Background: an optimization exercise with open tools, aiming at small area and few clock cycles. Do not read the settings as production practice. The RTL was checked by simulation tests, not by an equivalence proof against the original design. The flow treats the clock pin as an ideal source. Dropping or thinning the clock tree relies on that and would not hold on a real chip.

## red
==> module diff2d, before the edit <==
module diff2d(i_clk, i_reset, i_data, i_start, o_datax, o_datay, o_address, o_Dx_addr, o_DyValid, o_DxValid, o_bussy);
  parameter WIDTH = 32, ADD_W = 12;
  localparam H = WIDTH/2;
  input  wire                      i_clk;
  input  wire                      i_reset;
  input  wire signed [(WIDTH-1):0] i_data;
  input  wire                      i_start;
  output wire signed [(WIDTH-1):0] o_datax;
  output wire signed [(WIDTH-1):0] o_datay;
  output wire        [(ADD_W-1):0] o_address;
  output wire        [(ADD_W-1):0] o_Dx_addr;
  output wire                      o_DyValid;
  output wire                      o_DxValid;
  output wire                      o_bussy;
  reg  [5:0]  r_x;
  reg  [5:0]  r_y;
  reg         r_phase;   
  reg         r_run;     
  reg         r_dv;      
  reg         r_ov;      
  reg  [(H-1):1]     r_nprev_lo;   
  reg                r_prev_0;     
  reg  [(WIDTH-1):H] r_nprev_hi;   
  reg  [(WIDTH-1):H] r_data_hi;
  reg  [(H-1):0]     r_diff_lo;
  reg                r_carry;
  wire        x_zero = (r_x == 6'd0);
  wire [5:0]  n_x = r_x + 6'd1;                        
  wire [5:0]  n_y = r_y + {5'd0, x_zero};
  wire [5:0]  a_y = r_y + {4'd0, x_zero & r_phase, x_zero ^ r_phase};
  wire        last = r_phase & r_dv & (&r_x) & (&r_y);
  wire        ld = r_phase | x_zero;
  wire        ld_d = ~r_phase | x_zero;
  function [WIDTH:0] add_rc;
    input [(WIDTH-1):0] a;
    input [(WIDTH-1):0] b;
    input               cin;
    input integer       n;
    integer i;
    reg c;
    begin
      add_rc = {(WIDTH+1){1'b0}};
      c = cin;
      for (i = 0; i < n; i = i + 1) begin
        add_rc[i] = a[i] ^ b[i] ^ c;
        c = (a[i] & b[i]) | (a[i] & c) | (b[i] & c);
      end
      add_rc[n] = c;
    end
  endfunction
  wire               w_c1 = i_data[0] | ~r_prev_0;
  wire [WIDTH:0]     w_lo1 = add_rc({{(WIDTH-H+1){1'b0}}, i_data[(H-1):1]}, {{(WIDTH-H+1){1'b0}}, r_nprev_lo}, w_c1, H-1);
  wire [H:0]         w_lo = {w_lo1[H-1:0], i_data[0] ^ r_prev_0};
  wire [WIDTH:0]     w_hi = add_rc({{H{1'b0}}, r_data_hi}, {{H{1'b0}}, r_nprev_hi}, r_carry, WIDTH-H);
  always @(posedge i_clk) begin
    r_phase <= i_start | ~r_phase;
    if (i_start) begin
      r_x <= 6'd63;
      r_y <= 6'd63;
    end else if (r_phase) begin
      r_x <= n_x;
      r_y <= n_y;
    end
    if (ld) begin
      r_nprev_lo <= ~i_data[(H-1):1];
      r_prev_0   <= i_data[0];
    end
    if (ld_d)
      r_nprev_hi <= ~r_data_hi;
    r_data_hi <= i_data[(WIDTH-1):H];
    r_diff_lo <= w_lo[(H-1):0];
    r_carry   <= w_lo[H];
  end
  always @(posedge i_clk) begin
    if (i_reset) begin
      r_run <= 1'b0;
      r_dv  <= 1'b0;
      r_ov  <= 1'b0;
    end else begin
      r_run <= i_start | (r_run & ~last);
      r_dv  <= r_run & (r_dv | ~r_phase);
      r_ov  <= r_dv;
    end
  end
  wire [(WIDTH-1):0] w_diff = {w_hi[(WIDTH-H-1):0], r_diff_lo};
  assign o_address = {a_y, n_x};
  assign o_Dx_addr = {r_y, r_x};
  assign o_datay   = w_diff;
  assign o_datax   = w_diff;
  assign o_DyValid = r_ov & ~r_phase;
  assign o_DxValid = r_ov & r_phase;
  assign o_bussy   = r_run | r_dv;
endmodule
Settings: LEC_CHECK=0, CAP_MARGIN=20, CORE_MARGIN=2, CORE_UTILIZATION=70, SLEW_MARGIN=20; clock period 10.0 ns.
standard.sh (not shown) runs the stock make flow with config.mk's settings and CLKGATE_MAP_FILE= SYNTH_SCRIPT=/design/flow/synth_recipe.tcl, a recipe that flattens the netlist after the stock synthesis.
==> flow/flow/run.sh <==
#!/bin/bash
# The standard layout, with the smallest buffer on each port and a two-level
# clock tree built by flow/pre_cts.tcl. make's full output goes to flow.log.
set -euo pipefail
export BUFFER_PORTS_ARGS="-buffer_cell sky130_fd_sc_hd__buf_1"
export PRE_CTS_TCL="$PWD/flow/pre_cts.tcl"
export CLOCK_LEAVES=8
export CLOCK_LEAF_BUF=sky130_fd_sc_hd__clkbuf_4
export CLOCK_ROOT_BUF=sky130_fd_sc_hd__clkbuf_2
bash standard.sh > flow.log 2>&1
Other scripts of this flow, unchanged in this note and not shown: flow/flow/pre_cts.tcl
Testbench counts of red, summed over its fixed seeds: cycles 196,680.
The following lists how purple was set up differently from red:
==> flow/design.v <==
module diff2d(i_clk, i_reset, i_data, i_start, o_datax, o_datay, o_address, o_Dx_addr, o_DyValid, o_DxValid, o_bussy);
  parameter WIDTH = 32, ADD_W = 12;
  localparam H = WIDTH/2;
  input  wire                      i_clk;
  input  wire                      i_reset;
  input  wire signed [(WIDTH-1):0] i_data;
  input  wire                      i_start;
  output wire signed [(WIDTH-1):0] o_datax;
  output wire signed [(WIDTH-1):0] o_datay;
  output wire        [(ADD_W-1):0] o_address;
  output wire        [(ADD_W-1):0] o_Dx_addr;
  output wire                      o_DyValid;
  output wire                      o_DxValid;
  output wire                      o_bussy;
  reg  [5:0]  r_x;
  reg  [5:0]  r_y;
  reg         r_phase;   
  reg         r_run;     
  reg         r_dv;      
  reg         r_ov;      
  reg  [(H-1):1]     r_nprev_lo;   
  reg                r_prev_0;     
  reg  [(WIDTH-1):H] r_nprev_hi;   
  reg  [(WIDTH-1):H] r_data_hi;
  reg  [(H-1):0]     r_diff_lo;
  reg                r_borrow;    
  wire        x_zero = (r_x == 6'd0);
  function [6:0] inc6;
    input [5:0] v;
    input       ci;
    integer i;
    reg c;
    begin
      c = ci;
      for (i = 0; i < 6; i = i + 1) begin
        inc6[i] = v[i] ^ c;
        c = v[i] & c;
      end
      inc6[6] = c;
    end
  endfunction
  wire [6:0]  w_nx = inc6(r_x, 1'b1);
  wire [6:0]  w_ny = inc6(r_y, x_zero);
  wire [6:0]  w_ay = inc6(w_ny[5:0], r_phase);
  wire [5:0]  n_x = w_nx[5:0];                         
  wire [5:0]  n_y = w_ny[5:0];
  wire [5:0]  a_y = w_ay[5:0];
  wire        last = r_dv & w_nx[6] & w_ay[6];
  wire        ld = r_phase | x_zero;
  wire        ld_d = ~r_phase | x_zero;
  function [WIDTH:0] add_rc;
    input [(WIDTH-1):0] a;
    input [(WIDTH-1):0] b;
    input               cin;
    input integer       n;
    integer i;
    reg c;
    begin
      add_rc = {(WIDTH+1){1'b0}};
      c = cin;
      for (i = 0; i < n; i = i + 1) begin
        add_rc[i] = a[i] ^ b[i] ^ c;
        c = (a[i] & b[i]) | (a[i] & c) | (b[i] & c);
      end
      add_rc[n] = c;
    end
  endfunction
  wire               w_c1 = i_data[0] | ~r_prev_0;
  wire [WIDTH:0]     w_lo1 = add_rc({{(WIDTH-H+1){1'b0}}, i_data[(H-1):1]}, {{(WIDTH-H+1){1'b0}}, r_nprev_lo}, w_c1, H-1);
  wire [H:0]         w_lo = {w_lo1[H-1:0], i_data[0] ^ r_prev_0};
  wire [WIDTH:0]     w_hi = add_rc({{H{1'b0}}, r_data_hi}, {{H{1'b0}}, r_nprev_hi}, ~r_borrow, WIDTH-H);
  always @(posedge i_clk) begin
    r_phase <= i_start | ~r_phase;
    if (i_start) begin
      r_x <= 6'd63;
      r_y <= 6'd63;
    end else if (r_phase) begin
      r_x <= n_x;
      r_y <= n_y;
    end
    if (ld) begin
      r_nprev_lo <= ~i_data[(H-1):1];
      r_prev_0   <= i_data[0];
    end
    if (ld_d)
      r_nprev_hi <= ~r_data_hi;
    r_data_hi <= i_data[(WIDTH-1):H];
    r_diff_lo <= w_lo[(H-1):0];
    r_borrow  <= ~w_lo[H];
  end
  always @(posedge i_clk) begin
    if (i_reset) begin
      r_run <= 1'b0;
      r_dv  <= 1'b0;
      r_ov  <= 1'b0;
    end else begin
      r_run <= i_start | (r_run & ~last);
      r_dv  <= r_run & (r_dv | ~r_phase);
      r_ov  <= r_dv;
    end
  end
  wire [(WIDTH-1):0] w_diff = {w_hi[(WIDTH-H-1):0], r_diff_lo};
  assign o_address = {a_y, n_x};
  assign o_Dx_addr = {r_y, r_x};
  assign o_datay   = w_diff;
  assign o_datax   = w_diff;
  assign o_DyValid = r_ov & ~r_phase;
  assign o_DxValid = r_ov & r_phase;
  assign o_bussy   = r_run | r_dv;
endmodule
Notes after the runs:
Worst setup slack: purple < red
[purple vs red] headroom to the max-slew limit: higher in purple
The run showing the smaller well tap count is purple.
The die used by purple is smaller than the one used by red.
Compared purple vs red, and post-layout minimum cycle time is up in purple.
In the metrics for purple and red, the one carrying the lower flip-flop and latch share of the layout cell area is red.
Number of non-filler instances in the completed layout delta for purple relative to red: 33 lower
Comparing purple and red, the lower pre-CTS setup slack was measured on purple.
Sequential share of the synthesized area was lower in red than in purple.
Having completed the whole flow, purple delivered a layout that passed the timing, design-rule and antenna checks.
From purple to red, initial antenna violation count did not move at all.
Looking at routed wire length across both flows, purple is the stronger of the two, with red trailing.
Testbench counts of purple, summed over its fixed seeds: cycles 196,680.
No run of this note takes its clock network from TritonCTS; it comes from the design's own scripts or RTL.

re-timing with driven ports:
The flow's constraints put no driver on any port. The routed layouts listed below were extracted and timed again, unchanged, in two steps.
Step 1: set_driving_cell puts a clkbuf_16 on i_clk and a buf_2 on each other input, an assumption about the parent block.
Step 2 times the ports against the registers' clock, not the clock port: input delays grow and output delays shrink by t, the midpoint of the rising clock arrivals with the driver on.
Three values: no drivers, after step 1, after step 2; two values: the first two.
| run | t, ns | setup slack, ns | clock arrival spread, ns | slew at the worst register clock pin (ns) |
|---|---|---|---|---|
| red | 0.488 | 0.886 / 0.861 / 1.349 | 0.012 / 0.013 | 0.11 / 0.11 |
| purple | 0.488 | 0.627 / 0.603 / 1.092 | 0.009 / 0.009 | 0.10 / 0.10 |
After both steps every run listed still meets setup and hold.
